This is an optimization exercise on Yosys and OpenROAD, whose aim is small area and a short achievable clock period, not a production implementation. In this exercise RTL edits were held to simulation tests only and were not proved equivalent to the original. Power and IR drop assume default switching activity.

lagoon:
// cordic
module cordic (
    input clk,
    input rst_n,
    input start,
    input [15:0] angle,
    output reg [15:0] cos,
    output reg [15:0] sin
);
    reg [16:0] r;
    reg [3:0] cnt;
    wire d = ~r[16];
    wire idle = cnt[3] & cnt[2] & cnt[1];
    reg [14:0] e;
    always @(*) begin
        case (cnt)
            4'd0:  e = 15'h6487;
            4'd1:  e = 15'h3B58;
            4'd2:  e = 15'h1F5B;
            4'd3:  e = 15'h0FEA;
            4'd4:  e = 15'h07FD;
            4'd5:  e = 15'h03FF;
            4'd6:  e = 15'h01FF;
            4'd7:  e = 15'h00FF;
            4'd8:  e = 15'h007F;
            4'd9:  e = 15'h003F;
            4'd10: e = 15'h001F;
            4'd11: e = 15'h000F;
            4'd12: e = 15'h0007;
            4'd13: e = 15'h0003;
            default: e = 15'h0000;
        endcase
    end
    wire [15:0] tc_sh = sin >> cnt;
    wire [15:0] ts_sh = cos >> cnt;
    wire [15:0] tc = {tc_sh[15:2], tc_sh[1:0] & {2{~idle}}};
    wire [15:0] ts = {ts_sh[15:2], ts_sh[1:0] & {2{~idle}}};
    wire [15:0] new_cos;
    wire [15:0] new_sin;
    wire [16:0] new_r;
    add_bk #(16) i_add_c (.a(cos), .b(tc ^ {16{d}}), .ci(d), .s(new_cos));
    add_bk #(16) i_add_s (.a(sin), .b(ts ^ {16{~d}}), .ci(~d), .s(new_sin));
    add_bk #(17) i_add_r (.a(r), .b({2'b00, e} ^ {17{d}}), .ci(d), .s(new_r));
    wire lo = (cnt == 4'd0) && (r[15:0] < 16'd2516);
    always @(posedge clk) begin
        if (start) begin
            cos <= 16'h4DBA;
            sin <= 16'h0000;
            r <= {1'b0, angle};
        end else begin
            cos <= new_cos;
            sin <= new_sin;
            r <= {new_r[16], new_r[15] & ~lo, new_r[14:0]};
        end
    end
    always @(posedge clk or negedge rst_n) begin
        if (!rst_n)
            cnt <= 4'hF;
        else if (start)
            cnt <= 4'h0;
        else if (cnt != 4'hF)
            cnt <= cnt + 4'h1;
    end
endmodule
Size: about 780 cells after synthesis, about 53 flip-flops, roughly 51 I/O pins.
==> flow/config.mk <==
export PLATFORM = sky130hd
export DESIGN_NAME = cordic
export DESIGN_NICKNAME = cordic
export VERILOG_FILES = /design/flow/design.v
export SDC_FILE = /design/flow/constraint.sdc
export NUM_CORES = 4
export LEC_CHECK = 0
export ABC_AREA = 1
export CAP_MARGIN = 20
export CORE_MARGIN = 2
export CORE_UTILIZATION = 40
export SLEW_MARGIN = 20
==> flow/constraint.sdc <==
create_clock -name core_clock -period 16.0 [get_ports {clk}]
set_input_delay 3.2000 -clock core_clock [delete_from_list [all_inputs] [get_ports {clk}]]
set_output_delay 3.2000 -clock core_clock [all_outputs]
set_load 0.01 [all_outputs]
standard.sh (not shown) runs the stock make flow with config.mk's settings and CLKGATE_MAP_FILE= SYNTH_SCRIPT=/design/flow/synth_recipe.tcl, a recipe that flattens the netlist after the stock synthesis.
==> flow/flow/run.sh <==
#!/bin/bash
# Standard layout, with repair_timing aiming for extra setup slack so that the
# achieved period, not just the 16 ns clock, is optimised, and plain buffers
# (instead of delay cells) on the ports.
set -euo pipefail
bash standard.sh SETUP_SLACK_MARGIN=11.9 'BUFFER_PORTS_ARGS=-buffer_cell sky130_fd_sc_hd__buf_2' finish > standard_flow.log 2>&1
The final layout from lagoon, which completed every stage, passed the timing, design-rule and antenna checks at the end of the flow.
diff inputs: lagoon => pepper
==> flow/flow/run.sh <==
#!/bin/bash
# The standard layout with these changes:
#  - synthesis: no full/half-adder cell extraction (ADDER_MAP_FILE empty), so
#    ABC sees whole register-to-register paths, and ABC maps with a
#    delay-constrained area-recovering script (flow/abc_map.script) instead
#    of ORFS's; the rest of the standard synthesis script, including the
#    flip-flop mapping, flattening and renaming, is unchanged;
#  - repair_timing aims for extra setup slack (SETUP_SLACK_MARGIN) so that
#    the achieved period, not just the 16 ns clock, is optimised;
#  - the ports get plain buffers (buf_2) instead of delay cells.
set -euo pipefail
here=$(pwd)
{
  head -n 1 synth_recipe.tcl
  cat <<EOT
proc abc {args} {
  set i [lsearch -exact \$args -script]
  if {\$i >= 0} { set args [lreplace \$args [expr {\$i + 1}] [expr {\$i + 1}] $here/flow/abc_map.script] }
  yosys abc {*}\$args
}
EOT
  tail -n +2 synth_recipe.tcl
} > synth_map.tcl
bash standard.sh SYNTH_SCRIPT="$here/synth_map.tcl" ADDER_MAP_FILE= SETUP_SLACK_MARGIN=11.8 \
  'BUFFER_PORTS_ARGS=-buffer_cell sky130_fd_sc_hd__buf_2' finish > standard_flow.log 2>&1
==> flow/flow/abc_map.script (new file) <==
strash
dch
map -D 2500
topo
Notes after the runs:
- The part of the power in combinational logic in pepper was lower than what lagoon gave.
- pepper ends up with a number of nets produced by synthesis that is about 9% lower than in lagoon.
- On clock skew, lagoon tracks pepper almost exactly.
- When the final numbers for pepper and lagoon were put side by side, the first-pass GRT wire length turned out to be smaller in pepper.
- Compared with lagoon, pepper shows a higher layout-stage area growth over the synthesis result.
- Comparing pepper and lagoon, final period utilization is higher on pepper.
- | post-layout minimum cycle time | pepper vs lagoon | 0.040 ns higher |
- The routed wire length in pepper was lower than what lagoon gave.
- Origin of the worst setup path = cos[6]$_SDFF_PP0_: pepper; origin of the worst setup path = cos[8]$_SDFF_PP1_: lagoon
- Post-detailed-route wirelength per cell ends up lower on pepper.
Here is what was changed in the inputs of garnet compared with pepper.
Settings: CTS_CLUSTER_DIAMETER newly set to 300; CTS_CLUSTER_SIZE newly set to 60.
==> flow/flow/run.sh <==
#!/bin/bash
# Standard layout, with repair_timing aiming for extra setup slack so that the
# achieved period, not just the 16 ns clock, is optimised, and plain buffers
# (instead of delay cells) on the ports.
set -euo pipefail
bash standard.sh SETUP_SLACK_MARGIN=11.8 'BUFFER_PORTS_ARGS=-buffer_cell sky130_fd_sc_hd__buf_2' finish > standard_flow.log 2>&1
removed: flow/flow/abc_map.script
Findings:
The final layout from pepper, which completed every stage, passed the timing, design-rule and antenna checks at the end of the flow.
garnet was carried through to the last stage, and its layout satisfied the timing, design-rule and antenna checks.
Of garnet and pepper, the lower total via count in the routed design belongs to garnet.
As far as cts-stage hold buffer count goes, garnet and pepper are indistinguishable; the numbers are identical.
garnet against pepper; power consumption is up slightly.
Clock network area share in garnet is 0.64 points lower than in pepper
On setup slack, garnet tracks pepper almost exactly.
NOTE post-layout instance area pepper->garnet increased by a few percent
[inputs] nickel vs garnet
Settings: removing CTS_CLUSTER_SIZE (formerly 60); changing CORE_UTILIZATION from 40 to 60; removing CTS_CLUSTER_DIAMETER (formerly 300).
### Flow results
Die area came out lower on nickel than on garnet. Summary of the comparison: met2 capacity usage during global routing is higher in nickel, relative to garnet. Lower aggregate routed wire length goes to nickel over garnet. Via count grows by a few percent when moving from garnet to nickel. garnet → nickel: global-route usage moved up; non-clock buffer count moved up; mean number of vias per cell moved up.
--- input diff nickel..maple ---
Settings: changing CORE_UTILIZATION from 60 to 40.
==> flow/flow/run.sh <==
#!/bin/bash
# The standard layout with these changes:
#  - synthesis: no full/half-adder cell extraction (ADDER_MAP_FILE empty), so
#    ABC sees whole register-to-register paths, and ABC maps with a
#    delay-constrained area-recovering script (flow/abc_map.script) instead
#    of ORFS's; the rest of the standard synthesis script, including the
#    flip-flop mapping, flattening and renaming, is unchanged;
#  - repair_timing aims for extra setup slack (SETUP_SLACK_MARGIN) so that
#    the achieved period, not just the 16 ns clock, is optimised;
#  - the ports get plain buffers (buf_2) instead of delay cells.
set -euo pipefail
here=$(pwd)
{
  head -n 1 synth_recipe.tcl
  cat <<EOT
proc abc {args} {
  set i [lsearch -exact \$args -script]
  if {\$i >= 0} { set args [lreplace \$args [expr {\$i + 1}] [expr {\$i + 1}] $here/flow/abc_map.script] }
  yosys abc {*}\$args
}
EOT
  tail -n +2 synth_recipe.tcl
} > synth_map.tcl
bash standard.sh SYNTH_SCRIPT="$here/synth_map.tcl" ADDER_MAP_FILE= SETUP_SLACK_MARGIN=11.8 \
  'BUFFER_PORTS_ARGS=-buffer_cell sky130_fd_sc_hd__buf_2' finish > standard_flow.log 2>&1
==> flow/flow/abc_map.script (new file) <==
strash
dch
map -D 1750
topo
## What came out
maple against nickel: synthesized-area fraction occupied by adder cells has decreased, path depth of the worst reg2reg path has decreased, core utilization has decreased, summed instance area of the synthesized netlist has decreased, tap cell instance count has increased. Relative to nickel, area overhead of the layout relative to synthesis increased by 6.3 points in maple. On final instance area, maple and nickel are neck and neck. STATUS routed wire length: maple loses against nickel. maple did not stop at any stage, and its layout met the timing, design-rule and antenna checks. Non-filler instance count after layout was higher in the run labelled maple.
Input changes introduced in ember (baseline for comparison: maple):
Settings: ABC_AREA: 1 -> 0.
==> flow/flow/run.sh <==
#!/bin/bash
# Standard layout, with repair_timing aiming for extra setup slack so that the
# achieved period, not just the 16 ns clock, is optimised, and plain buffers
# (instead of delay cells) on the ports.
set -euo pipefail
bash standard.sh SETUP_SLACK_MARGIN=11.8 'BUFFER_PORTS_ARGS=-buffer_cell sky130_fd_sc_hd__buf_2' finish > standard_flow.log 2>&1
removed: flow/flow/abc_map.script
[summary]
ember against maple: post-route worst hold slack increased by 0.032 ns relative to the old numbers, count of cell instances traversed by the critical path increased by 16 relative to the old numbers, sequential power increased by about 18% relative to the old numbers, largest fanout on the critical path closely matched the old numbers, time the worst path needs with I/O delays and setup increased by 0.15 ns relative to the old numbers.
Number of placement rows is higher on ember
ember against maple; total nets after synthesis is down by more than 10%.
Changes observed in ember relative to maple: relative contribution of the clock network to total power dropped 1.0 points; synthesis-to-finish area growth climbed 4.0 points; starting utilization of the core area barely changed; non-filler instance count after layout dropped 22%.

[afterwards: timing with drivers on the ports]
No port has a modelled driver above. Below, the same layouts with a new extraction and two added sets of constraints.
Step 1 assumes that a clkbuf_16 drives the clock port and a buf_2 every other input.
Step 2 times the ports against the registers' clock, not the clock port: input delays grow and output delays shrink by t, the midpoint of the rising clock arrivals with the driver on.
a / b / c = ideal ports / drivers / drivers and shift; a / b = the first two.
| run | shift t [ns] | setup slack, ns | hold slack, ns | latest minus earliest clock arrival (ns) | cell pins on the clock port's net |
|---|---|---|---|---|---|
| lagoon | 0.348 | 11.916 / 11.877 / 11.668 | 0.498 / 0.498 / 0.498 | 0.009 / 0.009 | 1 |
| pepper | 0.353 | 11.876 / 11.833 / 11.760 | 0.483 / 0.483 / 0.483 | 0.007 / 0.007 | 1 |
| garnet | 0.346 | 11.879 / 11.839 / 11.671 | 0.498 / 0.498 / 0.498 | 0.009 / 0.008 | 1 |
| nickel | 0.354 | 11.866 / 11.832 / 11.671 | 0.502 / 0.502 / 0.502 | 0.012 / 0.012 | 1 |
| maple | 0.349 | 11.862 / 11.824 / 11.636 | 0.480 / 0.480 / 0.480 | 0.010 / 0.011 | 1 |
| ember | 0.342 | 11.711 / 11.711 / 11.601 | 0.512 / 0.512 / 0.512 | 0.009 / 0.009 | 1 |
After both steps every run listed still meets setup and hold. For lagoon, which loses most, drivers alone change the setup slack by -0.039 ns; drivers and shift together by -0.248 ns.
